What follows belongs to an exercise in optimizing a design on an open flow for small area, a short achievable clock period and few clock cycles; a production flow would make more cautious choices.
In this exercise RTL edits were held to simulation tests only and were not proved equivalent to the original.
No activity file was given, so power comes from the tool's default toggle rates.

### design/flow/constraint.sdc
create_clock -name core_clock -period 4.0 [get_ports {clk}]
set_input_delay 0.8000 -clock core_clock [delete_from_list [all_inputs] [get_ports {clk}]]
set_output_delay 0.8000 -clock core_clock [all_outputs]
set_load 0.01 [all_outputs]
### design/flow/flow/run.sh
#!/bin/bash
# The standard layout (the standard.sh), except that the port buffers
# are sky130_fd_sc_hd__buf_1 cells rather than the delay buffers that
# buffer_ports picks by default. make's full output goes to standard.log;
# ORFS keeps each step's own log under orfs/logs/.
set -euo pipefail
export BUFFER_PORTS_ARGS="-buffer_cell sky130_fd_sc_hd__buf_1"
bash standard.sh > standard.log 2>&1
### design/flow/config.mk
export PLATFORM = sky130hd
export DESIGN_NAME = Core
export DESIGN_NICKNAME = Core
export VERILOG_FILES = /design/flow/design.v
export SDC_FILE = /design/flow/constraint.sdc
export NUM_CORES = 4
export LEC_CHECK = 0
export ABC_AREA = 1
export ABC_CLOCK_PERIOD_IN_PS = 1900
export CAP_MARGIN = 20
export CORE_MARGIN = 2
export CORE_UTILIZATION = 60
export CTS_BUF_LIST = sky130_fd_sc_hd__clkbuf_4 sky130_fd_sc_hd__clkbuf_8
export PLACE_DENSITY = 0.75
export SETUP_SLACK_MARGIN = 2.0
export SLEW_MARGIN = 20
export TNS_END_PERCENT = 30
### design/flow/design.v
module Core (
    clk,
    rst,
    init_PC,
    imem_addr,
    imem_rdata,
    dmem_addr,
    dmem_we,
    dmem_wdata,
    dmem_rdata,
    halted
);
input clk;
input rst;
input [7:0] init_PC;
output [7:0] imem_addr;
input [11:0] imem_rdata;
output [7:0] dmem_addr;
output dmem_we;
output [7:0] dmem_wdata;
input [7:0] dmem_rdata;
output reg halted;
reg [7:0] sa;        
reg kill;            
reg [7:0] imm;       
reg pend;            
reg z, n;
reg [3:0] cnt;       
reg [7:0] s0, s1;
reg [7:0] below;     
reg e_pushi;         
reg e_ldp;           
reg e_ldl;           
reg e_pop;           
reg e_st;
reg e_alu;
reg e_sub;
reg e_jmp, e_jz, e_jn;   
wire e_ld = e_ldp | e_ldl;
wire e_push = e_pushi | e_ld;    
wire ex_taken = e_jmp | (e_jz & z) | (e_jn & n);
reg port_x;          
reg port_f;          
assign imem_addr = sa;
assign dmem_addr = ({8{port_x}} & imm) | ({8{port_f}} & imem_rdata[7:0]);
assign dmem_we = e_st;
assign dmem_wdata = s0;
wire [3:0] rop = imem_rdata[11:8];
wire r_halt = rop[3];
wire r_jmp = (rop == 4'd3);
wire r_jz = (rop == 4'd4);
wire r_jn = (rop == 4'd5);
wire capture = ~kill & ~halted & ~ex_taken & ~e_ldl;
wire early_res = e_pushi & (r_jmp | r_jz | r_jn);
wire early_taken = e_pushi & (r_jmp | (r_jz & z) | (r_jn & n));
wire late = capture & (rop == 4'd1) & port_x;
wire nv = capture & ~r_halt;
wire n_full = e_push ? (cnt == 4'd7) : ((e_pop | e_alu) ? 1'b0 : cnt[3]);
wire [7:0] sa_inc = sa + 8'd1;
wire [7:0] alu_b = e_sub ? ~s1 : s1;
wire [7:0] alu_r = s0 + alu_b + {7'd0, e_sub};
wire [7:0] cz = {s0[6:0] | s1[6:0], 1'b0};
wire z_add = &((s0 ^ s1) ~^ cz);
wire z_sub = (s0 == s1);
always @(posedge clk) begin
    if (rst) begin
        sa <= init_PC;
        kill <= 1'b1;
        pend <= 1'b0;
        halted <= 1'b0;
        z <= 1'b0;
        n <= 1'b0;
        cnt <= 4'd0;
        s0 <= 8'd0;
        s1 <= 8'd0;
        e_pushi <= 1'b0;
        e_ldp <= 1'b0;
        e_ldl <= 1'b0;
        e_pop <= 1'b0;
        e_st <= 1'b0;
        e_alu <= 1'b0;
        e_jmp <= 1'b0;
        e_jz <= 1'b0;
        e_jn <= 1'b0;
        port_x <= 1'b0;
        port_f <= 1'b1;
    end else begin
        kill <= ex_taken | early_taken | late;
        sa <= ({8{ex_taken}} & s0) | ({8{early_taken}} & imm) |
              ({8{late}} & sa) | ({8{~(ex_taken | early_taken | late)}} & sa_inc);
        if (capture & r_halt)
            halted <= 1'b1;
        pend <= e_ldl;
        e_pushi <= nv & (rop == 4'd0) & ~n_full;
        e_ldp <= nv & (rop == 4'd1) & ~n_full & ~port_x;
        e_ldl <= nv & (rop == 4'd1) & ~n_full & port_x;
        e_pop <= nv & ((rop[3:1] == 3'b001) | (rop[3:1] == 3'b010));
        e_st <= nv & (rop == 4'd2);
        port_x <= nv & ((rop == 4'd2) | ((rop == 4'd1) & ~n_full & port_x));
        port_f <= ~(nv & ((rop == 4'd2) | ((rop == 4'd1) & ~n_full & port_x)));
        e_alu <= nv & (rop[3:1] == 3'b011);
        e_jmp <= nv & ~early_res & (rop == 4'd3);
        e_jz <= nv & ~early_res & (rop == 4'd4);
        e_jn <= nv & ~early_res & (rop == 4'd5);
        if (e_push)
            cnt <= cnt + 4'd1;
        else if (e_pop & (cnt != 4'd0))
            cnt <= cnt - 4'd1;
        else if (e_alu & (cnt != 4'd1))
            cnt <= (cnt == 4'd0) ? 4'd1 : cnt - 4'd1;
        if (e_pushi)
            s0 <= imm;
        else if (e_pop)
            s0 <= s1;
        else if (e_alu)
            s0 <= alu_r;
        else if (e_ld | pend)
            s0 <= dmem_rdata;
        if (e_push)
            s1 <= s0;
        else if (e_pop | e_alu)
            s1 <= below;
        if (e_alu) begin
            z <= e_sub ? z_sub : z_add;
            n <= alu_r[7];
        end
    end
end
always @(posedge clk) begin
    imm <= imem_rdata[7:0];
    e_sub <= (rop == 4'd7);
end
reg [7:0] f0, f1, f2, f3, f4, f5;
always @(posedge clk) begin
    if (e_push) begin
        case (cnt)
            4'd2: f0 <= s1;
            4'd3: f1 <= s1;
            4'd4: f2 <= s1;
            4'd5: f3 <= s1;
            4'd6: f4 <= s1;
            4'd7: f5 <= s1;
            default: ;
        endcase
    end
end
always @(*) begin
    case (cnt)
        4'd3: below = f0;
        4'd4: below = f1;
        4'd5: below = f2;
        4'd6: below = f3;
        4'd7: below = f4;
        4'd8: below = f5;
        default: below = 8'd0;
    endcase
end
endmodule
### design/flow/standard.sh
#!/bin/bash
# synth_recipe.tcl (not shown) runs the flow's synth.tcl, then flattens the netlist and writes it again
# the make line also repeats each setting of config.mk as NAME=value (left out here)
make -C /OpenROAD-flow-scripts/flow DESIGN_CONFIG=/design/flow/config.mk WORK_HOME=/design/flow/orfs CLKGATE_MAP_FILE= SYNTH_SCRIPT=/design/flow/synth_recipe.tcl "${@:-finish}"
==> results.py, run 1 <==
metrics = {
    "clock_network": {
        "cts_buffer_depth": 2,
        "clockRootBuffer": "sky130_fd_sc_hd__clkbuf_8",
        "post_cts_hold_buffers": 0,
        "tritoncts_num_sinks": 101,
        "clk-insertion-delay-late_ns": 0.37,
        "cts_tree": "yes",
        "cts_inserted_buffers": 9,
        "clk_transition_reported_paths_ns": 0.10,
        "htreeDepth": 3,
    },
    "sta": {
        "worst-slew-pin-transition_ns": 0.876,
        "final_hold_viol_count": 0,
        "layout_worst_path_cycle_share_pct": 51.1,
        "maxSlewHeadroom_pct": 41.6,
        "fin_crit_ns": 2.05,
        "setup_violations": 0,
        "rsz0062_at_grt": "yes",
        "fmax_mhz": 489,
        "drv_slew": 0,
        "clock-skew-final_ns": 0.0110,
        "timing.setup.tns_ns": 0,
    },
    "grt": {
        "grt_pass1_wl_mm": 20.3,
        "antenna_found_initial": 0,
        "maximum_number_of_pins_on_one_net_before_global_route_repair": 29,
        "first_global_vias": 4065,
        "globalRouteTotalUtil_pct": 29.7,
        "globalRouteOverflowTotal": 0,
    },
    "detailed_routing": {
        "wl_mm": 12.9,
        "detail_route.first_pass.iterations": 7,
        "post_route_drc": 0,
        "antenna_violating_nets_post_route": 0,
        "num_vias": 4351,
        "route.detailed.vias_per_inst": 6.04,
        "dr.first_iter.drc_count": 341,
        "wire_per_inst_um": 17.9,
    },
    "yosys": {
        "synth_edf_count": 48,
        "synth.ff_latch_count": 101,
        "yosysSeqAreaShare_pct": 49.7,
        "syn_nets": 601,
        "yosys_warnings": 1,
        "ys_async_sr_fraction_pct": 0,
        "synth.lib_cells_used.distinct": 55,
        "synth_area_per_cell_um2": 9.12,
        "yosys.area.top_type_share_pct": 28.6,
        "synth_top_cell_by_area": "sky130_fd_sc_hd__edfxtp_1",
        "post_synth_inst_count": 552,
        "netlist_area_mm2": 0.00503,
        "synth.top_cells.by_area": "sky130_fd_sc_hd__edfxtp_1, sky130_fd_sc_hd__dfxtp_1, sky130_fd_sc_hd__nand2_1",
        "ys.flop_type": "sky130_fd_sc_hd__dfxtp_1",
    },
    "floorplanning": {
        "die_height_um": 95.6,
        "rows": 33,
        "dieWidth_um": 95.6,
        "die_area_mm2": 0.00914,
        "core_region_area_mm2": 0.00818,
        "ioPinCount": 56,
        "start_util_pct": 61.6,
    },
    "critical_path": {
        "path_buf_inv": 1,
        "worstPathMaxFanout": 8,
        "cp_top_family": "flip-flops",
        "crit_path_cell_trace": "nand2_1, o21ai_0, buf_1",
        "endpoint_kind": "output port",
        "cp.arrival_ns": 1.25,
        "worst-endpoint-required_ns": 3.20,
        "path_class": "reg2out",
        "cp_slowest_cell": "sky130_fd_sc_hd__dfxtp_1",
        "crit_path_max_incr_delay_ns": 0.54,
        "worstSetupStartpointType": "flop",
    },
    "cells_and_area": {
        "drive_gt1_share_pct": 10.6,
        "final_net_count": 659,
        "final_core_utilization_pct": 68.3,
        "insertedDiodeCount": 0,
        "fillCellCount": 679,
        "stdcell_count": 720,
        "syn2layout_area_growth_pct": 10.9,
    },
    "power": {
        "power_leakage_nw": 2.19,
        "powerDensity_mw_per_mm2": 387,
        "total_power_mw": 2.16,
        "worst_ir_drop_vdd_v": 0.000254,
    },
    "min_path": {
        "holdCritPathClass": "reg2reg",
    },
    "placed_design": {
        "dp.cells": 701,
        "io_buffer_count": 55,
        "place_hpwl_mm": 9.25,
        "gp_congestion": 0.873,
    },
    "run": {
        "maxCapViolCount": 0,
    },
    "outcome": {
        "outcome": "no timing/DRC/antenna violations",
    },
}
[cells in the mapped netlist (2+ instances only)]
cell type	number
sky130_fd_sc_hd__nand4_1	7
sky130_fd_sc_hd__o221ai_1	10
sky130_fd_sc_hd__buf_4	2
sky130_fd_sc_hd__nand2_1	104
sky130_fd_sc_hd__a22oi_1	3
sky130_fd_sc_hd__and3_1	2
sky130_fd_sc_hd__o22ai_1	2
sky130_fd_sc_hd__a21oi_2	2
sky130_fd_sc_hd__buf_2	4
sky130_fd_sc_hd__nand3_2	2
sky130_fd_sc_hd__ha_1	18
sky130_fd_sc_hd__edfxtp_1	48
sky130_fd_sc_hd__inv_2	8
sky130_fd_sc_hd__a221oi_1	2
sky130_fd_sc_hd__xor2_1	14
sky130_fd_sc_hd__nor4_1	3
sky130_fd_sc_hd__o211ai_1	3
sky130_fd_sc_hd__nor3_1	6
sky130_fd_sc_hd__o21ai_0	23
sky130_fd_sc_hd__dfxtp_1	53
sky130_fd_sc_hd__nor2_2	3
sky130_fd_sc_hd__nand3b_1	2
sky130_fd_sc_hd__nor2_4	5
sky130_fd_sc_hd__o21ai_1	2
sky130_fd_sc_hd__clkbuf_1	4
sky130_fd_sc_hd__a21oi_1	57
sky130_fd_sc_hd__nor2_1	32
sky130_fd_sc_hd__a41oi_1	5
sky130_fd_sc_hd__nand2_2	6
sky130_fd_sc_hd__inv_1	54
sky130_fd_sc_hd__a31oi_1	2
sky130_fd_sc_hd__nand3_1	28
sky130_fd_sc_hd__a22o_1	13
sky130_fd_sc_hd__nor3_2	2
[where the power goes]
group	switching (mW)	total [mW]	internal (mW)	leakage [nW]
clock	0.372	0.728	0.356	0.108
sequential	0.0589	1.17	1.11	0.853
combinational	0.160	0.263	0.103	1.23
[sequential cells by signal (all words and copies together), names as in the netlist, 4 cells and up]
register	cells
f0	8
f1	8
f2	8
f3	8
f4	8
f5	8
imm	8
s0	8
s1	8
sa	8
cnt	4
[cell type report]
class	instances	area, um2	share of cell area, %
flip-flops and latches	101	2510	45.0
multi-input cells	377	2250	40.3
inverters	64	248	4.44
repair buffers	57	221	3.97
well taps	105	131	2.35
clock buffers	9	124	2.22
clock inverters	7	97.6	1.75
[final timing paths]
kind              slack [ns]            to  cells after the start  startpoint
setup / recovery        1.95  dmem_addr[6]                      3      port_f
hold / removal          0.52             n                      2           n
setup reg to reg        1.96         s0[4]                      8       s1[1]
hold reg to reg         0.52             n                      2           n
[layer usage]
layer	track usage [%]	vias up	share of wire, %
met1	38.3	2071	40
met5	0	-	0
li1	-	2050	-
met4	10.5	0	2.7
met2	51.0	198	50
met3	4.11	32	6.9
[worst register-to-register path, cell delays in order (launching register included)]
cell	delay [ns]
sky130_fd_sc_hd__dfxtp_1	0.56
sky130_fd_sc_hd__xor2_1	0.17
sky130_fd_sc_hd__fa_1	0.47
sky130_fd_sc_hd__a21oi_1	0.17
sky130_fd_sc_hd__o21bai_1	0.10
sky130_fd_sc_hd__a21oi_1	0.12
sky130_fd_sc_hd__o21ai_0	0.11
sky130_fd_sc_hd__o211ai_1	0.12
sky130_fd_sc_hd__a21oi_1	0.09
[timing repair]
| action | 4_1_cts | 5_1_grt |
|---|---|---|
| endpoints found under the setup margin | 92 | 69 |
| pin swaps | 1 | 0 |
| buffers inserted | 2 | 0 |
| gates resized for setup | 9 | 5 |
| hold endpoints to repair | 0 | 0 |
| cloned | 1 | 0 |
[through the flow]
stage	setup WS (ns)	instance area (um2)	hold slack [ns]
detailed placement	1.08	5310	0.513
global route	1.79	5580	0.545
floorplan	2.18	5030	0.469
finish	1.95	5580	0.524
global placement	1.08	5310	0.502
CTS	1.88	5570	0.525
[logic make-up after synthesis]
| family | Yosys count | share of synthesized area (%) |
|---|---|---|
| simple gates | 208 | 20.0 |
| buf+inv | 75 | 6.04 |
| fa+ha+maj | 19 | 4.87 |
| compound gates | 134 | 16.8 |
| xor+xnor | 15 | 2.61 |
| flops | 101 | 49.7 |
[placed cells by master (no fill, tap or decap), types with 3 or more instances in the layout]
cell type / synthesis / final
sky130_fd_sc_hd__nor3_1: 6 / 6
sky130_fd_sc_hd__buf_1: 0 / 55
sky130_fd_sc_hd__nor2_2: 3 / 8
sky130_fd_sc_hd__ha_1: 18 / 18
sky130_fd_sc_hd__inv_1: 54 / 54
sky130_fd_sc_hd__nand4_1: 7 / 7
sky130_fd_sc_hd__nor2_4: 5 / 5
sky130_fd_sc_hd__inv_2: 8 / 8
sky130_fd_sc_hd__nor4_1: 3 / 3
sky130_fd_sc_hd__nand3_1: 28 / 28
sky130_fd_sc_hd__xor2_1: 14 / 14
sky130_fd_sc_hd__clkbuf_8: 0 / 9
sky130_fd_sc_hd__nand2_2: 6 / 6
sky130_fd_sc_hd__dfxtp_1: 53 / 47
sky130_fd_sc_hd__o221ai_1: 10 / 10
sky130_fd_sc_hd__a22oi_1: 3 / 3
sky130_fd_sc_hd__a21oi_1: 57 / 57
sky130_fd_sc_hd__o21ai_0: 23 / 23
sky130_fd_sc_hd__a22o_1: 13 / 13
sky130_fd_sc_hd__nor2_1: 32 / 27
sky130_fd_sc_hd__nor3_2: 2 / 3
sky130_fd_sc_hd__o211ai_1: 3 / 3
sky130_fd_sc_hd__nand2_1: 104 / 104
sky130_fd_sc_hd__a41oi_1: 5 / 5
sky130_fd_sc_hd__dfxtp_2: 0 / 5
sky130_fd_sc_hd__edfxtp_1: 48 / 48
Testbench counts, summed over its fixed seeds: cycles 36,554.
==> inputs of run 2 (changes only) <==
--- a/design/flow/config.mk
+++ b/design/flow/config.mk
@@ -11,5 +11,4 @@
 export CORE_MARGIN = 2
-export CORE_UTILIZATION = 60
+export CORE_UTILIZATION = 50
 export CTS_BUF_LIST = sky130_fd_sc_hd__clkbuf_4 sky130_fd_sc_hd__clkbuf_8
-export PLACE_DENSITY = 0.75
 export SETUP_SLACK_MARGIN = 2.0
==> run 2 against run 1 <==
  * Still clean on timing, DRC and antenna
  * Global-route usage is 4.4 points lower
  * Clock power decreased by 7.6%
  * Setup slack improved by 0.028 ns
  * Clock skew about the same
  * Sequential share of layout area shrank 0.16 points
  * Routed wire length increased by 3.1%
  * Hold slack better by 0.0066 ns
  * Count of clock-buffer cells in the layout rose by 4
  * Largest cell class unchanged
  * Largest power group unchanged
==> results.py, run 2 <==
metrics = {
    "cells_and_area": {
        "syn2layout_area_growth_pct": 11.4,
        "mostFrequentLayoutCell": "sky130_fd_sc_hd__nand2_1",
        "final_net_count": 660,
        "layout_common_cells": "sky130_fd_sc_hd__nand2_1, sky130_fd_sc_hd__a21oi_1, sky130_fd_sc_hd__buf_1",
        "insertedDiodeCount": 0,
        "drive_gt1_share_pct": 10.9,
    },
    "min_path": {
        "min_delay_path_depth": 2,
        "holdCritPathClass": "reg2reg",
    },
    "floorplanning": {
        "ioPinCount": 56,
        "die_area_mm2": 0.0109,
        "core_region_area_mm2": 0.00977,
        "dieWidth_um": 104,
        "start_util_pct": 51.5,
        "rows": 36,
        "die_height_um": 104,
    },
    "yosys": {
        "synth_area_per_cell_um2": 9.12,
        "yosys.area_share.simple_pct": 20.0,
        "synth_top_cell_by_area": "sky130_fd_sc_hd__edfxtp_1",
        "synth.ff_latch_count": 101,
        "yosys_warnings": 1,
        "netlist_area_mm2": 0.00503,
        "synth.top_cells.by_area": "sky130_fd_sc_hd__edfxtp_1, sky130_fd_sc_hd__dfxtp_1, sky130_fd_sc_hd__nand2_1",
        "post_synth_inst_count": 552,
        "synth_adder_area_share_pct": 4.87,
        "yosysSeqAreaShare_pct": 49.7,
        "yosysMostFrequentCell": "sky130_fd_sc_hd__nand2_1",
        "synth_edf_count": 48,
        "synth_xor_area_share_pct": 2.61,
        "synth_top_family_by_area": "simple AND/OR/NAND/NOR gates",
        "ys_async_sr_fraction_pct": 0,
        "ys_top_cells_by_count": "sky130_fd_sc_hd__nand2_1, sky130_fd_sc_hd__a21oi_1, sky130_fd_sc_hd__inv_1, sky130_fd_sc_hd__dfxtp_1, sky130_fd_sc_hd__edfxtp_1",
        "yosys.area.top_type_share_pct": 28.6,
        "ys.flop_type": "sky130_fd_sc_hd__dfxtp_1",
        "synth.lib_cells_used.distinct": 55,
        "synth_mux_area_share_pct": 0,
        "synth_compound_gate_area_share_pct": 16.8,
        "syn_nets": 601,
    },
    "sta": {
        "maxSlewHeadroom_pct": 43.9,
        "worst-slew-pin-transition_ns": 0.836,
        "drv_slew": 0,
        "clock-skew-final_ns": 0.0110,
        "rsz0062_at_grt": "yes",
        "layout_worst_path_cycle_share_pct": 50.4,
        "timing.setup.tns_ns": 0,
        "post-route-worst-setup-slack_ns": 1.98,
        "setup_violations": 0,
        "fin_crit_ns": 2.02,
        "fmax_mhz": 496,
        "final_hold_viol_count": 0,
    },
    "clock_network": {
        "tritoncts_num_sinks": 101,
        "clockRootBuffer": "sky130_fd_sc_hd__clkbuf_8",
        "cts_inserted_buffers": 9,
        "cts_tree": "yes",
        "cts_buffer_depth": 2,
        "clk_transition_reported_paths_ns": 0.09,
        "post_cts_hold_buffers": 0,
        "htreeDepth": 3,
        "clk-insertion-delay-late_ns": 0.37,
    },
    "placed_design": {
        "place_hpwl_mm": 9.62,
        "io_buffer_count": 55,
        "gp_congestion": 0.879,
        "dpl_worst_slack_ns": 1.44,
    },
    "grt": {
        "maximum_number_of_pins_on_one_net_before_global_route_repair": 29,
        "globalRouteTotalUtil_pct": 25.3,
        "first_global_vias": 4073,
        "grt_pass1_wl_mm": 21.3,
        "globalRouteOverflowTotal": 0,
        "antenna_found_initial": 0,
    },
    "detailed_routing": {
        "route.detailed.vias_per_inst": 5.62,
        "dr.first_iter.drc_count": 303,
        "post_route_drc": 0,
        "antenna_violating_nets_post_route": 0,
        "wl_mm": 13.3,
        "wire_per_inst_um": 17.8,
        "detail_route.first_pass.iterations": 5,
        "num_vias": 4210,
    },
    "critical_path": {
        "cp.arrival_ns": 2.28,
        "worst-endpoint-required_ns": 4.26,
        "worstPathMaxFanout": 28,
        "path_class": "in2reg",
        "endpoint_kind": "flop",
        "worst_r2r_path_depth": 11,
        "worstSetupStartpointType": "input port",
    },
    "power": {
        "power_leakage_nw": 2.18,
        "worst_ir_drop_vdd_v": 0.000161,
        "powerDensity_mw_per_mm2": 376,
    },
    "run": {
        "maxCapViolCount": 0,
    },
    "outcome": {
        "outcome": "no timing/DRC/antenna violations",
    },
}
run 2: changes by cell type in the layout (fill, tap and decap cells not counted):
cell and change:
sky130_fd_sc_hd__clkbuf_4 +3, sky130_fd_sc_hd__clkinvlp_4 +1, sky130_fd_sc_hd__clkinv_4 -2, sky130_fd_sc_hd__buf_4 +1
sky130_fd_sc_hd__dfxtp_2 +1, sky130_fd_sc_hd__clkbuf_8 +1, sky130_fd_sc_hd__bufinv_16 -1, sky130_fd_sc_hd__inv_6 -2
sky130_fd_sc_hd__dfxtp_1 -1
run 2: area by class of cell:
| cell class | instances | area (um2) |
|---|---|---|
| clock buffer | 13 | 160 |
| sequential | 101 | 2510 |
| inverter | 64 | 243 |
| timing repair buffer | 58 | 229 |
| tap | 133 | 166 |
| fill | 937 | 4170 |
| multi-input combinational | 377 | 2250 |
| clock inverter | 3 | 45.0 |
run 2: timing repair:
item                                    in CTS  in global routing
setup buffers                                2                  0
gates cloned                                 1                  0
endpoints found under the setup margin      83                 87
pin swaps                                    1                  0
gates resized for setup                      6                  7
run 2: final timing paths:
path         start     to  slack [ns]
max            rst  sa[7]        1.98
min reg2reg  f4[5]  s1[5]        0.53
max reg2reg  s1[2]  s0[7]        2.01
min          f4[5]  s1[5]        0.53
run 2: critical path: stages:
cell and delay (ns):
sky130_fd_sc_hd__buf_1 0.07, sky130_fd_sc_hd__buf_4 0.23, sky130_fd_sc_hd__clkinv_1 0.71, sky130_fd_sc_hd__o21ai_1 0.39, sky130_fd_sc_hd__o21ai_2 0.07
run 2: cells by family (layout without fill, tap and decap cells):
family                   after synthesis  in the layout
AND/OR/NAND/NOR                      208            209
AO/OA/AOI/OAI                        134            134
flip-flops                           101            101
buffers and inverters                 75            138
adder cells (fa/ha/maj)               19             19
XOR/XNOR                              15             15
run 2: power breakdown:
| group | switching [mW] | internal, mW | leakage, nW | total [mW] |
|---|---|---|---|---|
| Clock | 0.345 | 0.328 | 0.100 | 0.673 |
| Sequential | 0.0613 | 1.11 | 0.853 | 1.17 |
| Combinational | 0.155 | 0.103 | 1.23 | 0.258 |
| Total | 0.562 | 1.54 | 2.18 | 2.11 |
run 2: routing by layer:
layer	track usage, %	share of wire [%]	wire length [um]	vias to the layer above
li1	-	-	-	2057
met1	32.4	44	5880	2013
met2	42.4	49	6530	112
met3	3.95	4.1	542	28
met4	11.0	2.8	370	0
met5	0	0	0	-
run 2: stage by stage:
stage | power, mW | std cells | hold WS, ns | area (um2) | util (%)
after CTS | 2.11 | 749 | 0.524 | 5590 | 57.2
final | 2.11 | 749 | 0.531 | 5610 | 57.3
after global placement | 1.45 | 730 | 0.496 | 5350 | 54.7
after global routing | 2.19 | 749 | 0.544 | 5610 | 57.3
after detailed placement | 1.45 | 730 | 0.503 | 5350 | 54.7
after floorplan | 1.36 | 552 | 0.469 | 5030 | -
==> inputs of run 3 (changes only) <==
--- a/design/flow/config.mk
+++ b/design/flow/config.mk
@@ -11,4 +11,5 @@
 export CORE_MARGIN = 2
-export CORE_UTILIZATION = 50
+export CORE_UTILIZATION = 60
 export CTS_BUF_LIST = sky130_fd_sc_hd__clkbuf_4 sky130_fd_sc_hd__clkbuf_8
+export GPL_TIMING_DRIVEN = 0
 export SETUP_SLACK_MARGIN = 2.0
==> run 3 against run 2 <==
  * Synthesized cell count unchanged
  * Global-route usage up 4.0 points
  * Register-to-register slack better by 0.05 ns
  * Routed wire length down 5.3%
  * Sequential share of layout area down 0.39 points
  * Non-clock buffer count up 13
  * Fmax up 0.91%
  * Sequential cell count unchanged
  * Sequential power about the same
  * Via count up 0.43%
  * Critical path type is now in2out
==> results.py, run 3 <==
metrics = {
    "sta": {
        "drv_slew": 0,
        "clock-skew-final_ns": 0.0107,
        "fmax_mhz": 500,
        "final_hold_viol_count": 0,
        "maxSlewHeadroom_pct": 45.3,
        "fin_crit_ns": 2.00,
        "setup_violations": 0,
        "timing.setup.tns_ns": 0,
        "rsz0062_at_grt": "yes",
        "worst-slew-pin-transition_ns": 0.817,
        "layout_worst_path_cycle_share_pct": 50.0,
    },
    "critical_path": {
        "cp_slowest_cell": "sky130_fd_sc_hd__a22o_1",
        "startpoint": "imem_rdata[2]",
        "worstPathMaxFanout": 2,
        "worst-endpoint-required_ns": 3.20,
        "r2r_slack_ns": 2.06,
        "endpoint_kind": "output port",
        "worst_r2r_startpoint": "e_pushi",
        "worstSetupStartpointType": "input port",
        "path_buf_inv": 2,
        "crit_end": "dmem_addr[2]",
        "crit_path_max_incr_delay_ns": 0.19,
        "critical_path_most_common_cell": "sky130_fd_sc_hd__buf_1",
        "worst_r2r_path_depth": 4,
        "crit_path_cell_trace": "buf_1, a22o_1, buf_1",
        "path_class": "in2out",
        "cp.arrival_ns": 1.20,
        "cp_top_family": "buffers and inverters",
        "worstReg2RegEnd": "f0[2]",
        "timing.critical_path.depth": 3,
    },
    "yosys": {
        "synth.top_cells.by_area": "sky130_fd_sc_hd__edfxtp_1, sky130_fd_sc_hd__dfxtp_1, sky130_fd_sc_hd__nand2_1",
        "synth.ff_latch_count": 101,
        "post_synth_inst_count": 552,
        "ys_async_sr_fraction_pct": 0,
        "yosys.area.top_type_share_pct": 28.6,
        "yosys_warnings": 1,
        "ys_top_cells_by_count": "sky130_fd_sc_hd__nand2_1, sky130_fd_sc_hd__a21oi_1, sky130_fd_sc_hd__inv_1, sky130_fd_sc_hd__dfxtp_1, sky130_fd_sc_hd__edfxtp_1",
        "yosysMostFrequentCell": "sky130_fd_sc_hd__nand2_1",
        "synth_edf_count": 48,
        "netlist_area_mm2": 0.00503,
        "ys.flop_type": "sky130_fd_sc_hd__dfxtp_1",
        "syn_nets": 601,
        "synth.lib_cells_used.distinct": 55,
        "yosysSeqAreaShare_pct": 49.7,
        "synth_top_cell_by_area": "sky130_fd_sc_hd__edfxtp_1",
        "synth_area_per_cell_um2": 9.12,
    },
    "placed_design": {
        "placedInstanceArea_mm2": 0.00537,
        "gp_congestion": 0.938,
        "io_buffer_count": 55,
        "dp.cells": 712,
        "place_hpwl_mm": 9.31,
    },
    "outcome": {
        "outcome": "no timing/DRC/antenna violations",
    },
    "clock_network": {
        "cts_tree": "yes",
        "tritoncts_num_sinks": 101,
        "htreeDepth": 3,
        "post_cts_hold_buffers": 0,
        "clk-insertion-delay-late_ns": 0.36,
        "cts_inserted_buffers": 9,
        "cts_buffer_depth": 2,
        "clk_transition_reported_paths_ns": 0.10,
        "clockRootBuffer": "sky130_fd_sc_hd__clkbuf_8",
    },
    "detailed_routing": {
        "wire_per_inst_um": 17.2,
        "post_route_drc": 0,
        "routed.top_layer": "met4",
        "detail_route.first_pass.iterations": 5,
        "antenna_violating_nets_post_route": 0,
        "dr.first_iter.drc_count": 335,
        "wl_mm": 12.6,
        "num_vias": 4228,
        "met3RoutedLength_um": 712,
        "detailroute.wirelength.met2_mm": 6.33,
        "detail_route.wirelength.met1_mm": 5.26,
        "route.detailed.vias_per_inst": 5.77,
    },
    "floorplanning": {
        "die_area_mm2": 0.00914,
        "rows": 33,
        "core_region_area_mm2": 0.00818,
        "dieWidth_um": 95.6,
        "start_util_pct": 61.6,
        "ioPinCount": 56,
        "die_height_um": 95.6,
    },
    "grt": {
        "grt_pass1_wl_mm": 20.2,
        "maximum_number_of_pins_on_one_net_before_global_route_repair": 18,
        "globalRouteOverflowTotal": 0,
        "first_global_vias": 4079,
        "globalRouteTotalUtil_pct": 29.3,
        "antenna_found_initial": 0,
    },
    "cells_and_area": {
        "layout_common_cells": "sky130_fd_sc_hd__nand2_1, sky130_fd_sc_hd__a21oi_1, sky130_fd_sc_hd__inv_1, sky130_fd_sc_hd__buf_1, sky130_fd_sc_hd__edfxtp_1",
        "insertedDiodeCount": 0,
        "design_area_mm2": 0.00566,
        "stdcell_count": 733,
        "mostFrequentLayoutCell": "sky130_fd_sc_hd__nand2_1",
        "syn2layout_area_growth_pct": 12.4,
        "final_net_count": 672,
        "multiInputGateArea_mm2": 0.00225,
        "drive_gt1_share_pct": 12.6,
        "ff_latch_area_mm2": 0.00251,
        "fillCellCount": 682,
        "final_core_utilization_pct": 69.2,
    },
    "power": {
        "worst_ir_drop_vdd_v": 0.000202,
        "powerDensity_mw_per_mm2": 369,
        "power_leakage_nw": 2.23,
    },
    "run": {
        "maxCapViolCount": 0,
    },
    "min_path": {
        "holdCritPathClass": "reg2reg",
    },
}
run 3: routing by layer:
| metal | global-route usage, % | vias to the layer above |
|---|---|---|
| li1 | - | 2070 |
| met1 | 35.9 | 1982 |
| met2 | 50.4 | 146 |
| met3 | 4.82 | 30 |
| met4 | 13.3 | 0 |
| met5 | 0 | - |
run 3: area by class of cell:
cell class                 instances  share of cell area (%)
buffer                            11                    1.33
timing repair buffer              60                    4.29
sequential                       101                    44.4
tap                              105                    2.32
inverter                          64                    4.36
clock inverter                     6                    1.24
clock buffer                      10                    2.32
multi-input combinational        376                    39.7
run 3: repair_timing:
item,CTS,global route
cloned,0,1
buffers inserted,0,4
endpoints found under the hold margin,0,0
resized for setup,3,23
pin swaps,0,1
setup endpoints to repair,11,48
run 3: per-stage QoR:
| step | setup WS [ns] | hold slack [ns] | total power [mW] |
|---|---|---|---|
| 2_1_floorplan | 2.18 | 0.469 | 1.36 |
| 3_5_place_dp | 1.67 | 0.503 | 1.45 |
| 4_1_cts | 1.96 | 0.517 | 2.08 |
| 6_report | 2.00 | 0.517 | 2.09 |
| 5_1_grt | 1.92 | 0.529 | 2.18 |
| 3_3_place_gp | 1.67 | 0.498 | 1.44 |
run 3: worst min path at each step:
stage | startpoint | endpoint | slack (ns) | cells after the start
2_1_floorplan | n | n | 0.47 | 2
3_3_place_gp | n | n | 0.50 | 2
3_5_place_dp | n | n | 0.50 | 2
4_1_cts | n | n | 0.52 | 2
5_1_grt | n | n | 0.53 | 2
6_report | n | n | 0.52 | 2
run 3: report_power, final:
| part | switching, mW | internal [mW] | leakage, nW |
|---|---|---|---|
| Combinational | 0.162 | 0.107 | 1.28 |
| Sequential | 0.0547 | 1.11 | 0.854 |
| Clock | 0.353 | 0.301 | 0.0929 |
run 3: cell families after synthesis:
group | count (synthesis) | synth area share (%)
adders and majority gates | 19 | 4.87
DFF | 101 | 49.7
and+or+nand+nor | 208 | 20.0
AOI/OAI and AO/OA | 134 | 16.8
buffers and inverters | 75 | 6.04
xor gates and xnor gates | 15 | 2.61
run 3: tightest hold or removal path, cell delays in order, from the launching register on:
cell,delay [ns]
sky130_fd_sc_hd__dfxtp_1,0.35
sky130_fd_sc_hd__nand2_1,0.07
sky130_fd_sc_hd__a21oi_1,0.06
==> inputs of run 4 (changes only) <==
--- a/design/flow/config.mk
+++ b/design/flow/config.mk
@@ -13,3 +13,2 @@
 export CTS_BUF_LIST = sky130_fd_sc_hd__clkbuf_4 sky130_fd_sc_hd__clkbuf_8
-export GPL_TIMING_DRIVEN = 0
 export SETUP_SLACK_MARGIN = 2.0
==> run 4 against run 3 <==
  * Fmax is 0.36% lower
  * Global-route usage decreased by 0.18 points
  * Combinational power is 3% lower
  * Highest routed layer unchanged
  * Count of clock-buffer cells in the layout stayed put
  * Largest power group unchanged
  * Via count shrank 1.3%
==> results.py, run 4 <==
metrics = {
    "min_path": {
        "holdCritPathClass": "reg2reg",
        "min_delay_path_depth": 1,
    },
    "critical_path": {
        "worst-endpoint-required_ns": 3.20,
        "path_class": "in2out",
        "cp.arrival_ns": 1.21,
        "worst_r2r_path_depth": 10,
        "worstSetupStartpointType": "input port",
        "worstPathMaxFanout": 2,
        "endpoint_kind": "output port",
    },
    "clock_network": {
        "tritoncts_num_sinks": 101,
        "cts_tree": "yes",
        "clk_transition_reported_paths_ns": 0.09,
        "htreeDepth": 3,
        "cts_inserted_buffers": 9,
        "clk-insertion-delay-late_ns": 0.38,
        "clockRootBuffer": "sky130_fd_sc_hd__clkbuf_8",
        "cts_buffer_depth": 2,
    },
    "cells_and_area": {
        "design_area_mm2": 0.00562,
        "drive_gt1_share_pct": 12.3,
        "insertedDiodeCount": 0,
        "syn2layout_area_growth_pct": 11.6,
        "final_net_count": 662,
        "mostFrequentLayoutCell": "sky130_fd_sc_hd__nand2_1",
        "layout_common_cells": "sky130_fd_sc_hd__nand2_1, sky130_fd_sc_hd__a21oi_1, sky130_fd_sc_hd__inv_1, sky130_fd_sc_hd__buf_1, sky130_fd_sc_hd__edfxtp_1",
    },
    "floorplanning": {
        "die_area_mm2": 0.00914,
        "core_region_area_mm2": 0.00818,
        "rows": 33,
        "start_util_pct": 61.6,
        "ioPinCount": 56,
        "die_height_um": 95.6,
        "dieWidth_um": 95.6,
    },
    "yosys": {
        "yosys.area.top_type_share_pct": 28.6,
        "ys_top_cells_by_count": "sky130_fd_sc_hd__nand2_1, sky130_fd_sc_hd__a21oi_1, sky130_fd_sc_hd__inv_1, sky130_fd_sc_hd__dfxtp_1, sky130_fd_sc_hd__edfxtp_1",
        "ys_async_sr_fraction_pct": 0,
        "synth.top_cells.by_area": "sky130_fd_sc_hd__edfxtp_1, sky130_fd_sc_hd__dfxtp_1, sky130_fd_sc_hd__nand2_1",
        "ys.flop_type": "sky130_fd_sc_hd__dfxtp_1",
        "synth.ff_latch_count": 101,
        "syn_nets": 601,
        "synth.lib_cells_used.distinct": 55,
        "synth_edf_count": 48,
        "post_synth_inst_count": 552,
        "yosys_warnings": 1,
        "synth_area_per_cell_um2": 9.12,
        "netlist_area_mm2": 0.00503,
        "yosysSeqAreaShare_pct": 49.7,
        "yosysMostFrequentCell": "sky130_fd_sc_hd__nand2_1",
        "synth_top_cell_by_area": "sky130_fd_sc_hd__edfxtp_1",
    },
    "placed_design": {
        "placedInstanceArea_mm2": 0.00532,
        "gp_congestion": 0.941,
        "dpl_worst_slack_ns": 1.65,
        "io_buffer_count": 55,
        "place_hpwl_mm": 9.25,
    },
    "detailed_routing": {
        "antenna_violating_nets_post_route": 0,
        "wl_mm": 12.3,
        "num_vias": 4171,
        "route.detailed.vias_per_inst": 5.77,
        "dr.first_iter.drc_count": 280,
        "post_route_drc": 0,
        "wire_per_inst_um": 17.0,
        "detail_route.first_pass.iterations": 5,
    },
    "sta": {
        "clock-skew-final_ns": 0.0115,
        "setup_violations": 0,
        "fin_hold_ws_ns": 0.523,
        "fin_crit_ns": 2.01,
        "drv_slew": 0,
        "rsz0062_at_grt": "yes",
        "final_hold_viol_count": 0,
        "timing.setup.tns_ns": 0,
        "layout_worst_path_cycle_share_pct": 50.2,
        "fmax_mhz": 498,
        "maxSlewHeadroom_pct": 42.2,
        "worst-slew-pin-transition_ns": 0.864,
        "post-route-worst-setup-slack_ns": 1.99,
    },
    "power": {
        "power_leakage_nw": 2.20,
        "internal_power_mw": 1.52,
        "p_switching_uw": 573,
        "total_power_mw": 2.09,
        "seq_power_share_pct": 55.9,
        "powerDensity_mw_per_mm2": 372,
        "part_of_the_total_power_dissipated_in_combinational_logic_pct": 12.5,
        "worst_ir_drop_vdd_v": 0.000244,
        "netSwitchingFraction_pct": 27.4,
        "power_frac_clock_pct": 31.6,
    },
    "grt": {
        "antenna_found_initial": 0,
        "maximum_number_of_pins_on_one_net_before_global_route_repair": 29,
        "globalRouteTotalUtil_pct": 29.1,
        "first_global_vias": 4075,
        "globalRouteOverflowTotal": 0,
        "grt_pass1_wl_mm": 20.0,
    },
    "run": {
        "maxCapViolCount": 0,
    },
    "outcome": {
        "outcome": "no timing/DRC/antenna violations",
    },
}
run 4: cell counts after synthesis:
No cell type changed its count.
run 4: what timing repair did:
item,in CTS,in global routing
cloned,0,0
pin swaps,2,0
hold buffers,0,0
buffers inserted,2,2
setup endpoints to repair,49,81
resized for setup,7,17
run 4: area by class of cell:
cell class,count,area [um2]
Inverter,64,243
Clock buffer,10,131
Multi-Input combinational cell,376,2260
Fill cell,660,2560
Tap cell,105,131
Timing Repair Buffer,61,253
Sequential cell,101,2530
Clock inverter,6,70.1
run 4: per-stage QoR:
stage,utilization (%),instances
floorplan,-,552
global placement,65.1,703
detailed placement,65.1,703
CTS,67.9,721
global route,68.7,723
finish,68.7,723
run 4: worst paths after layout:
check	endpoint	from	slack [ns]
max	dmem_addr[5]	imem_rdata[5]	1.99
min	halted	halted	0.52
min reg2reg	halted	halted	0.52
max reg2reg	s0[4]	s1[0]	2.03
run 4: cells by family after synthesis:
family,Yosys count,share of synthesized area (%)
flip-flops,101,49.7
adder cells (fa/ha/maj),19,4.87
AND/OR/NAND/NOR,208,20.0
XOR/XNOR,15,2.61
buffers and inverters,75,6.04
AO/OA/AOI/OAI,134,16.8
run 4: layer usage:
metal	share of wire (%)	vias up	routed length (um)	GRT usage (%)
li1	-	2056	-	-
met1	43	1941	5240	35.2
met2	49	136	6000	48.7
met3	5.2	38	637	6.09
met4	3.6	0	447	15.4
met5	0	-	0	0
run 4: power by group through the flow:
stage               Combinational, mW  Clock [mW]  Sequential, mW
finish                          0.261       0.660            1.17
global route                    0.296       0.697            1.17
CTS                             0.257       0.665            1.17
detailed placement              0.254           0            1.19
global placement                0.248           0            1.19
floorplan                       0.179           0            1.18
run 4: worst max-delay path, stage by stage:
cell and delay (ns):
sky130_fd_sc_hd__buf_1 0.09, sky130_fd_sc_hd__a22o_1 0.18, sky130_fd_sc_hd__buf_2 0.14
==> inputs of run 5 (changes only) <==
--- a/design/flow/config.mk
+++ b/design/flow/config.mk
@@ -8,3 +8,3 @@
 export ABC_AREA = 1
-export ABC_CLOCK_PERIOD_IN_PS = 1900
+export ABC_CLOCK_PERIOD_IN_PS = 1500
 export CAP_MARGIN = 20
==> run 5 against run 4 <==
  * Critical endpoint unchanged
  * Sequential cell count is the same
  * Routed wire length is the same
  * Largest power group unchanged
  * Synthesized cell count is the same
  * Register-to-register slack is essentially flat
==> results.py, run 5 <==
metrics = {
    "cells_and_area": {
        "layout_common_cells": "sky130_fd_sc_hd__nand2_1, sky130_fd_sc_hd__a21oi_1, sky130_fd_sc_hd__inv_1, sky130_fd_sc_hd__buf_1, sky130_fd_sc_hd__edfxtp_1",
        "syn2layout_area_growth_pct": 11.6,
        "insertedDiodeCount": 0,
        "final_net_count": 662,
        "drive_gt1_share_pct": 12.3,
        "stdcell_count": 723,
        "mostFrequentLayoutCell": "sky130_fd_sc_hd__nand2_1",
        "final_core_utilization_pct": 68.7,
    },
    "detailed_routing": {
        "antenna_violating_nets_post_route": 0,
        "detail_route.first_pass.iterations": 5,
        "dr.first_iter.drc_count": 280,
        "num_vias": 4171,
        "wl_mm": 12.3,
        "wire_per_inst_um": 17.0,
        "post_route_drc": 0,
        "route.detailed.vias_per_inst": 5.77,
    },
    "power": {
        "seq_power_share_pct": 55.9,
        "internal_power_mw": 1.52,
        "powerDensity_mw_per_mm2": 372,
        "worst_ir_drop_vdd_v": 0.000244,
        "netSwitchingFraction_pct": 27.4,
        "power_frac_clock_pct": 31.6,
        "p_switching_uw": 573,
        "part_of_the_total_power_dissipated_in_combinational_logic_pct": 12.5,
        "power_leakage_nw": 2.20,
    },
    "clock_network": {
        "clockRootBuffer": "sky130_fd_sc_hd__clkbuf_8",
        "clk-insertion-delay-late_ns": 0.38,
        "cts_buffer_depth": 2,
        "tritoncts_num_sinks": 101,
        "htreeDepth": 3,
        "cts_inserted_buffers": 9,
        "post_cts_hold_buffers": 0,
        "cts_tree": "yes",
        "clk_transition_reported_paths_ns": 0.09,
    },
    "sta": {
        "fin_hold_ws_ns": 0.523,
        "final_hold_viol_count": 0,
        "fmax_mhz": 498,
        "layout_worst_path_cycle_share_pct": 50.2,
        "rsz0062_at_grt": "yes",
        "setup_violations": 0,
        "timing.setup.tns_ns": 0,
        "clock-skew-final_ns": 0.0115,
        "maxSlewHeadroom_pct": 42.2,
        "post-route-worst-setup-slack_ns": 1.99,
        "drv_slew": 0,
        "worst-slew-pin-transition_ns": 0.864,
        "fin_crit_ns": 2.01,
    },
    "critical_path": {
        "startpoint": "imem_rdata[5]",
        "worst_r2r_path_depth": 10,
        "worstPathMaxFanout": 2,
        "worstReg2RegEnd": "s0[4]",
        "worst-endpoint-required_ns": 3.20,
        "worst_r2r_startpoint": "s1[0]",
        "cp.arrival_ns": 1.21,
        "endpoint_kind": "output port",
        "path_class": "in2out",
        "r2r_slack_ns": 2.03,
        "crit_end": "dmem_addr[5]",
        "worstSetupStartpointType": "input port",
    },
    "floorplanning": {
        "die_height_um": 95.6,
        "rows": 33,
        "die_area_mm2": 0.00914,
        "core_region_area_mm2": 0.00818,
        "ioPinCount": 56,
        "start_util_pct": 61.6,
        "dieWidth_um": 95.6,
    },
    "yosys": {
        "ys_async_sr_fraction_pct": 0,
        "yosys.area.top_type_share_pct": 28.6,
        "post_synth_inst_count": 552,
        "yosysSeqAreaShare_pct": 49.7,
        "synth.ff_latch_count": 101,
        "netlist_area_mm2": 0.00503,
        "synth_top_cell_by_area": "sky130_fd_sc_hd__edfxtp_1",
        "synth.top_cells.by_area": "sky130_fd_sc_hd__edfxtp_1, sky130_fd_sc_hd__dfxtp_1, sky130_fd_sc_hd__nand2_1",
        "yosys_warnings": 1,
        "synth.lib_cells_used.distinct": 55,
        "synth_area_per_cell_um2": 9.12,
        "ys.flop_type": "sky130_fd_sc_hd__dfxtp_1",
        "synth_edf_count": 48,
        "yosysMostFrequentCell": "sky130_fd_sc_hd__nand2_1",
        "ys_top_cells_by_count": "sky130_fd_sc_hd__nand2_1, sky130_fd_sc_hd__a21oi_1, sky130_fd_sc_hd__inv_1, sky130_fd_sc_hd__dfxtp_1, sky130_fd_sc_hd__edfxtp_1",
        "syn_nets": 601,
    },
    "placed_design": {
        "dp.cells": 703,
        "dpl_worst_slack_ns": 1.65,
        "gp_congestion": 0.941,
        "place_hpwl_mm": 9.25,
        "io_buffer_count": 55,
    },
    "grt": {
        "grt_pass1_wl_mm": 20.0,
        "globalRouteTotalUtil_pct": 29.1,
        "first_global_vias": 4075,
        "antenna_found_initial": 0,
        "globalRouteOverflowTotal": 0,
        "maximum_number_of_pins_on_one_net_before_global_route_repair": 29,
    },
    "min_path": {
        "holdCritPathClass": "reg2reg",
    },
    "run": {
        "maxCapViolCount": 0,
    },
    "outcome": {
        "outcome": "no timing/DRC/antenna violations",
    },
}
==> run 5: cell counts in the layout (fill, tap and decap cells not counted) <==
No cell type changed its count.
==> run 5: worst min path at each step <==
stage | start | depth (start not counted) | end
5_1_grt | imem_rdata[7] | 1 | imm[7]
6_report | halted | 1 | halted
3_5_place_dp | halted | 1 | halted
4_1_cts | halted | 1 | halted
3_3_place_gp | f0[5] | 2 | s1[5]
2_1_floorplan | n | 2 | n
==> run 5: critical path: stages <==
cell and delay, ns:
sky130_fd_sc_hd__buf_1 0.09, sky130_fd_sc_hd__a22o_1 0.18, sky130_fd_sc_hd__buf_2 0.14
==> run 5: area by class of cell <==
type,count,area [um2]
inverters,64,243
multi-input cells,376,2260
clock buffers,10,131
fillers,660,2560
well taps,105,131
clock inverters,6,70.1
repair buffers,61,253
flip-flops and latches,101,2530
==> run 5: cell families (layout without fill, tap and decap cells) <==
| group | count (synthesis) | count (layout) | synth area share (%) |
|---|---|---|---|
| adders and majority gates | 19 | 19 | 4.87 |
| DFF | 101 | 101 | 49.7 |
| and+or+nand+nor | 208 | 208 | 20.0 |
| AOI/OAI and AO/OA | 134 | 134 | 16.8 |
| xor gates and xnor gates | 15 | 15 | 2.61 |
| buffers and inverters | 75 | 141 | 6.04 |
==> run 5: routing by layer <==
layer | routed length [um] | GRT usage (%)
met1 | 5240 | 35.2
met2 | 6000 | 48.7
met3 | 637 | 6.09
met4 | 447 | 15.4
met5 | 0 | 0
==> run 5: power groups by stage <==
stage	clock (mW)	combinational [mW]	sequential (mW)
after floorplan	0	0.179	1.18
after global placement	0	0.248	1.19
after detailed placement	0	0.254	1.19
after CTS	0.665	0.257	1.17
after global routing	0.697	0.296	1.17
final	0.660	0.261	1.17
==> run 5: stage by stage <==
step | power, mW | instance area [um2]
after floorplan | 1.36 | 5030
after global placement | 1.44 | 5320
after detailed placement | 1.45 | 5320
after CTS | 2.09 | 5550
after global routing | 2.17 | 5620
final | 2.09 | 5620
==> run 5: timing repair <==
action,CTS,global route
gates resized for setup,7,17
pin swaps,2,0
setup buffers,2,2
endpoints found under the setup margin,49,81
==> inputs of run 6 (changes only) <==
--- a/design/flow/config.mk
+++ b/design/flow/config.mk
@@ -8,3 +8,3 @@
 export ABC_AREA = 1
-export ABC_CLOCK_PERIOD_IN_PS = 1500
+export ABC_CLOCK_PERIOD_IN_PS = 2000
 export CAP_MARGIN = 20
@@ -13,3 +13,3 @@
 export CTS_BUF_LIST = sky130_fd_sc_hd__clkbuf_4 sky130_fd_sc_hd__clkbuf_8
-export SETUP_SLACK_MARGIN = 2.0
+export SETUP_SLACK_MARGIN = 1.8
 export SLEW_MARGIN = 20
==> run 6 against run 5 <==
  * Count of clock-buffer cells in the layout is the same
  * Design area shrank 1.4%
  * Clock power is essentially flat
  * Setup slack lost 0.17 ns
  * Synthesized area is the same
  * Cell count shrank 0.41%
  * Via count shrank 0.48%
  * Core utilization shrank 0.98 points
  * Critical endpoint is now f3[1]
  * Largest cell class unchanged
  * Largest power group unchanged
==> results.py, run 6 <==
metrics = {
    "outcome": {
        "outcome": "no timing/DRC/antenna violations",
    },
    "critical_path": {
        "cp_slowest_cell": "sky130_fd_sc_hd__nor2_1",
        "worstSetupStartpointType": "flop",
        "crit_path_max_incr_delay_ns": 0.74,
        "cp.arrival_ns": 2.18,
        "path_class": "reg2reg",
        "worstPathMaxFanout": 15,
        "path_buf_inv": 1,
        "endpoint_kind": "flop",
        "cp_top_family": "simple AND/OR/NAND/NOR gates",
        "worst-endpoint-required_ns": 4.00,
        "crit_path_cell_trace": "nor3_4, buf_4, nor2_1",
    },
    "floorplanning": {
        "start_util_pct": 61.6,
        "ioPinCount": 56,
        "dieWidth_um": 95.6,
        "die_height_um": 95.6,
        "core_region_area_mm2": 0.00818,
        "rows": 33,
        "die_area_mm2": 0.00914,
    },
    "yosys": {
        "synth.top_cells.by_area": "sky130_fd_sc_hd__edfxtp_1, sky130_fd_sc_hd__dfxtp_1, sky130_fd_sc_hd__nand2_1",
        "post_synth_inst_count": 552,
        "ys_async_sr_fraction_pct": 0,
        "synth_top_cell_by_area": "sky130_fd_sc_hd__edfxtp_1",
        "synth.ff_latch_count": 101,
        "ys_top_cells_by_count": "sky130_fd_sc_hd__nand2_1, sky130_fd_sc_hd__a21oi_1, sky130_fd_sc_hd__inv_1, sky130_fd_sc_hd__dfxtp_1, sky130_fd_sc_hd__edfxtp_1",
        "yosys.area.top_type_share_pct": 28.6,
        "yosys_warnings": 1,
        "synth_edf_count": 48,
        "synth.lib_cells_used.distinct": 55,
        "syn_nets": 601,
        "yosysSeqAreaShare_pct": 49.7,
        "synth_area_per_cell_um2": 9.12,
        "ys.flop_type": "sky130_fd_sc_hd__dfxtp_1",
        "yosysMostFrequentCell": "sky130_fd_sc_hd__nand2_1",
        "netlist_area_mm2": 0.00503,
    },
    "sta": {
        "drv_slew": 0,
        "layout_worst_path_cycle_share_pct": 54.5,
        "rsz0062_at_grt": "yes",
        "setup_violations": 0,
        "fin_crit_ns": 2.18,
        "maxSlewHeadroom_pct": 34.7,
        "fin_hold_ws_ns": 0.525,
        "clock-skew-final_ns": 0.0129,
        "final_hold_viol_count": 0,
        "worst-slew-pin-transition_ns": 0.976,
        "post-route-worst-setup-slack_ns": 1.82,
        "timing.setup.tns_ns": 0,
        "fmax_mhz": 458,
    },
    "detailed_routing": {
        "detail_route.first_pass.iterations": 5,
        "met3RoutedLength_um": 669,
        "post_route_drc": 0,
        "routed.top_layer": "met4",
        "detailroute.wirelength.met2_mm": 5.93,
        "wire_per_inst_um": 17.1,
        "detail_route.wirelength.met1_mm": 5.28,
        "wl_mm": 12.3,
        "num_vias": 4151,
        "dr.first_iter.drc_count": 289,
        "antenna_violating_nets_post_route": 0,
        "route.detailed.vias_per_inst": 5.77,
    },
    "power": {
        "powerDensity_mw_per_mm2": 377,
        "worst_ir_drop_vdd_v": 0.000245,
        "power_leakage_nw": 2.17,
    },
    "grt": {
        "maximum_number_of_pins_on_one_net_before_global_route_repair": 29,
        "globalRouteOverflowTotal": 0,
        "antenna_found_initial": 0,
        "first_global_vias": 4068,
        "globalRouteTotalUtil_pct": 29.1,
        "grt_pass1_wl_mm": 20.0,
    },
    "placed_design": {
        "dpl_worst_slack_ns": 1.65,
        "gp_congestion": 0.941,
        "place_hpwl_mm": 9.25,
        "io_buffer_count": 55,
    },
    "clock_network": {
        "clockRootBuffer": "sky130_fd_sc_hd__clkbuf_8",
        "post_cts_hold_buffers": 0,
        "clk_transition_reported_paths_ns": 0.09,
        "cts_buffer_depth": 2,
        "clk-insertion-delay-late_ns": 0.38,
        "cts_inserted_buffers": 9,
        "tritoncts_num_sinks": 101,
        "htreeDepth": 3,
        "cts_tree": "yes",
    },
    "cells_and_area": {
        "layout_common_cells": "sky130_fd_sc_hd__nand2_1, sky130_fd_sc_hd__a21oi_1, sky130_fd_sc_hd__buf_1",
        "insertedDiodeCount": 0,
        "final_core_utilization_pct": 67.7,
        "syn2layout_area_growth_pct": 10.0,
        "drive_gt1_share_pct": 9.27,
        "final_net_count": 659,
        "mostFrequentLayoutCell": "sky130_fd_sc_hd__nand2_1",
    },
    "run": {
        "maxCapViolCount": 0,
    },
    "min_path": {
        "holdCritPathClass": "reg2reg",
    },
}
## run 6: cell families (layout without fill, tap and decap cells)
| family | after synthesis | after routing | share of synthesized area, % |
|---|---|---|---|
| flops | 101 | 101 | 49.7 |
| simple gates | 208 | 208 | 20.0 |
| fa+ha+maj | 19 | 19 | 4.87 |
| buf+inv | 75 | 138 | 6.04 |
| xor+xnor | 15 | 15 | 2.61 |
| compound gates | 134 | 134 | 16.8 |
## run 6: area by class of cell
cell class,instances,area [um2]
clock buffer,10,131
clock inverter,6,70.1
fill,684,2640
inverter,64,243
multi-input combinational,376,2230
sequential,101,2510
tap,105,131
timing repair buffer,58,229
## run 6: per-layer routing
metal  GRT usage [%]  vias to the layer above
met1            35.1                     1931
met4            15.5                        0
li1                -                     2045
met5               0                        -
met3            6.09                       34
met2            48.7                      141
## run 6: repair_timing
item	in CTS	in global routing
buffers inserted	0	1
endpoints found under the setup margin	0	14
resized for setup	0	3
## run 6: power breakdown
group          total, mW  switching (mW)  internal, mW
logic              0.258           0.155         0.103
registers           1.17          0.0568          1.11
clock network      0.660           0.359         0.300
## run 6: final timing paths
check / endpoint / slack, ns / startpoint / cells past startpoint
min reg2reg: halted / 0.52 / halted / 1
min: halted / 0.52 / halted / 1
max reg2reg: f3[1] / 1.82 / e_pushi / 3
max: f3[1] / 1.82 / e_pushi / 3
## run 6: metrics by stage
stage	power [mW]	cell area (um2)	cells
2_1_floorplan	1.36	5030	552
3_3_place_gp	1.44	5320	703
3_5_place_dp	1.45	5320	703
4_1_cts	2.09	5530	719
5_1_grt	2.16	5540	720
6_report	2.09	5540	720
==> inputs of run 7 (changes only) <==
--- a/design/flow/config.mk
+++ b/design/flow/config.mk
@@ -8,3 +8,3 @@
 export ABC_AREA = 1
-export ABC_CLOCK_PERIOD_IN_PS = 2000
+export ABC_CLOCK_PERIOD_IN_PS = 1900
 export CAP_MARGIN = 20
@@ -13,4 +13,3 @@
 export CTS_BUF_LIST = sky130_fd_sc_hd__clkbuf_4 sky130_fd_sc_hd__clkbuf_8
-export SETUP_SLACK_MARGIN = 1.8
+export SETUP_SLACK_MARGIN = 2.05
 export SLEW_MARGIN = 20
-export TNS_END_PERCENT = 30
==> run 7 against run 6 <==
  * First-iteration DRC count increased by 0.35%
  * Global-route usage up 0.31 points
  * Still clean on timing, DRC and antenna
  * Setup slack gained 0.16 ns
  * Clock power increased by 0.8%
  * Sequential power about the same
  * Cell count grew 1.3%
  * Count of clock-buffer cells in the layout is the same
  * Largest cell class unchanged
  * Synthesized cell count stayed put
  * Highest routed layer unchanged
==> results.py, run 7 <==
metrics = {
    "outcome": {
        "outcome": "no timing/DRC/antenna violations",
    },
    "placed_design": {
        "place_hpwl_mm": 9.25,
        "gp_congestion": 0.941,
        "placedInstanceArea_mm2": 0.00532,
        "dp.cells": 703,
        "io_buffer_count": 55,
    },
    "clock_network": {
        "cts_buffer_depth": 2,
        "post_cts_hold_buffers": 0,
        "cts_tree": "yes",
        "clk_transition_reported_paths_ns": 0.09,
        "cts_inserted_buffers": 9,
        "tritoncts_num_sinks": 101,
        "clockRootBuffer": "sky130_fd_sc_hd__clkbuf_8",
        "clk-insertion-delay-late_ns": 0.38,
        "htreeDepth": 3,
    },
    "sta": {
        "worst-slew-pin-transition_ns": 0.760,
        "clock-skew-final_ns": 0.0150,
        "drv_slew": 0,
        "setup_violations": 0,
        "fin_crit_ns": 2.02,
        "maxSlewHeadroom_pct": 49.1,
        "fmax_mhz": 495,
        "timing.setup.tns_ns": 0,
        "rsz0062_at_grt": "yes",
        "final_hold_viol_count": 0,
        "layout_worst_path_cycle_share_pct": 50.5,
    },
    "cells_and_area": {
        "insertedDiodeCount": 0,
        "final_net_count": 668,
        "mostFrequentLayoutCell": "sky130_fd_sc_hd__nand2_1",
        "stdcell_count": 729,
        "multiInputGateArea_mm2": 0.00228,
        "fillCellCount": 652,
        "drive_gt1_share_pct": 16.2,
        "design_area_mm2": 0.00572,
        "layout_common_cells": "sky130_fd_sc_hd__nand2_1, sky130_fd_sc_hd__a21oi_1, sky130_fd_sc_hd__inv_1",
        "ff_latch_area_mm2": 0.00253,
        "syn2layout_area_growth_pct": 13.7,
    },
    "power": {
        "power_frac_clock_pct": 31.6,
        "seq_power_share_pct": 55.6,
        "netSwitchingFraction_pct": 27.6,
        "p_switching_uw": 581,
        "part_of_the_total_power_dissipated_in_combinational_logic_pct": 12.8,
        "powerDensity_mw_per_mm2": 368,
        "worst_ir_drop_vdd_v": 0.000245,
        "internal_power_mw": 1.52,
        "power_leakage_nw": 2.28,
    },
    "detailed_routing": {
        "dr.first_iter.drc_count": 290,
        "wl_mm": 12.7,
        "wire_per_inst_um": 17.4,
        "num_vias": 4255,
        "detail_route.first_pass.iterations": 6,
        "post_route_drc": 0,
        "route.detailed.vias_per_inst": 5.84,
        "antenna_violating_nets_post_route": 0,
    },
    "critical_path": {
        "worst-endpoint-required_ns": 3.20,
        "cp.arrival_ns": 1.22,
        "worstPathMaxFanout": 5,
        "worstSetupStartpointType": "flop",
        "path_class": "reg2out",
        "endpoint_kind": "output port",
    },
    "floorplanning": {
        "die_height_um": 95.6,
        "dieWidth_um": 95.6,
        "die_area_mm2": 0.00914,
        "start_util_pct": 61.6,
        "core_region_area_mm2": 0.00818,
        "rows": 33,
        "ioPinCount": 56,
    },
    "yosys": {
        "synth.top_cells.by_area": "sky130_fd_sc_hd__edfxtp_1, sky130_fd_sc_hd__dfxtp_1, sky130_fd_sc_hd__nand2_1",
        "ys.flop_type": "sky130_fd_sc_hd__dfxtp_1",
        "synth.lib_cells_used.distinct": 55,
        "synth.ff_latch_count": 101,
        "netlist_area_mm2": 0.00503,
        "ys_async_sr_fraction_pct": 0,
        "synth_area_per_cell_um2": 9.12,
        "yosysSeqAreaShare_pct": 49.7,
        "yosys.area.top_type_share_pct": 28.6,
        "yosysMostFrequentCell": "sky130_fd_sc_hd__nand2_1",
        "ys_top_cells_by_count": "sky130_fd_sc_hd__nand2_1, sky130_fd_sc_hd__a21oi_1, sky130_fd_sc_hd__inv_1, sky130_fd_sc_hd__dfxtp_1, sky130_fd_sc_hd__edfxtp_1",
        "syn_nets": 601,
        "post_synth_inst_count": 552,
        "yosys_warnings": 1,
        "synth_top_cell_by_area": "sky130_fd_sc_hd__edfxtp_1",
        "synth_edf_count": 48,
    },
    "grt": {
        "gr-usage-met2_pct": 49.8,
        "groute.layer.met1.usage_pct": 35.3,
        "first_global_vias": 4121,
        "grt_pass1_wl_mm": 20.2,
        "gr-usage-met3_pct": 6.01,
        "most_crowded_layer_after_global_routing": "met2",
        "maximum_number_of_pins_on_one_net_before_global_route_repair": 29,
        "globalRouteOverflowTotal": 0,
        "antenna_found_initial": 0,
        "globalRouteTotalUtil_pct": 29.4,
    },
    "run": {
        "maxCapViolCount": 0,
    },
    "min_path": {
        "holdCritPathClass": "reg2reg",
    },
}
run 7: cell counts after synthesis:
Identical to the previous run, type by type.
run 7: metrics by stage:
| step | setup slack, ns | utilization [%] | hold WS [ns] | total power, mW |
|---|---|---|---|---|
| finish | 1.98 | 70.0 | 0.524 | 2.10 |
| floorplan | 2.18 | - | 0.469 | 1.36 |
| global route | 1.88 | 70.0 | 0.541 | 2.17 |
| detailed placement | 1.65 | 65.1 | 0.500 | 1.45 |
| CTS | 1.90 | 68.5 | 0.523 | 2.09 |
| global placement | 1.64 | 65.1 | 0.512 | 1.44 |
run 7: cell families after synthesis:
kind of cell | Yosys count | share of synthesized area, %
buffers and inverters | 75 | 6.04
adders and majority gates | 19 | 4.87
and+or+nand+nor | 208 | 20.0
DFF | 101 | 49.7
AOI/OAI and AO/OA | 134 | 16.8
xor gates and xnor gates | 15 | 2.61
run 7: what timing repair did:
item | CTS | global route
gates resized for setup | 23 | 25
buffers inserted | 4 | 6
setup endpoints to repair | 60 | 56
hold endpoints to repair | 0 | 0
pin swaps | 7 | 8
run 7: per-layer routing:
| metal | part of all wire, % | vias to the layer above |
|---|---|---|
| met3 | 5.8 | 35 |
| met4 | 3.5 | 0 |
| met1 | 42 | 1998 |
| met5 | 0 | - |
| met2 | 49 | 160 |
| li1 | - | 2062 |
run 7: critical path: stages (launching register included):
cell,delay [ns]
sky130_fd_sc_hd__dfxtp_4,0.37
sky130_fd_sc_hd__buf_12,0.14
sky130_fd_sc_hd__a22o_1,0.21
sky130_fd_sc_hd__buf_2,0.14
run 7: power groups by stage:
stage,Sequential (mW),Clock [mW],Combinational (mW)
3_5_place_dp,1.19,0,0.254
2_1_floorplan,1.18,0,0.179
6_report,1.17,0.665,0.270
4_1_cts,1.17,0.665,0.258
5_1_grt,1.17,0.695,0.304
3_3_place_gp,1.19,0,0.248
run 7: final cells by class:
class                           instances  area share [%]
Clock buffer                           10            2.30
Clock inverter                          6            1.23
Inverter                               64            4.35
Multi-Input combinational cell        376            39.8
Sequential cell                       101            44.3
Tap cell                              105            2.30
Timing Repair Buffer                   67            5.73
run 7: final timing paths:
| kind | startpoint | to | slack, ns | cells after the start |
|---|---|---|---|---|
| worst max-delay path | port_x | dmem_addr[5] | 1.98 | 3 |
| worst min-delay path | halted | halted | 0.52 | 1 |
| worst max register to register | s1[2] | s0[7] | 2.12 | 12 |
| worst min register to register | halted | halted | 0.52 | 1 |

[port drivers added, routing unchanged]
The flow's constraints put no driver on any port. The routed layouts listed below were extracted and timed again, unchanged, in two steps. Step 1, drivers: a clkbuf_16 drives clk and a buf_2 each remaining input, both assumed. Step 2 adds t to the input delays and takes it off the output delays; t is the mean of the earliest and latest rising clock arrival at the registers after step 1. Input paths then give back, and output paths get back, about the clock's delay inside the block. Three values: ideal ports, drivers, drivers and shift; two values: the first two.
run	t (ns)	setup slack, ns	worst data-port slew with drivers (ns)	cell pins on the clock port's net
run 1	0.402	1.954 / 1.918 / 1.684	0.04	1
run 2	0.402	1.982 / 1.977 / 1.593	0.03	1
run 3	0.389	2.000 / 1.977 / 1.748	0.06	1
run 4	0.403	1.993 / 1.973 / 1.638	0.04	1
run 5	0.403	1.993 / 1.973 / 1.638	0.04	1
run 6	0.405	1.819 / 1.804 / 1.638	0.04	1
run 7	0.409	1.980 / 1.946 / 1.829	0.04	1
After both steps every run listed still meets setup and hold. For run 2, which loses most, drivers alone change the setup slack by -0.005 ns; drivers and shift together by -0.389 ns.
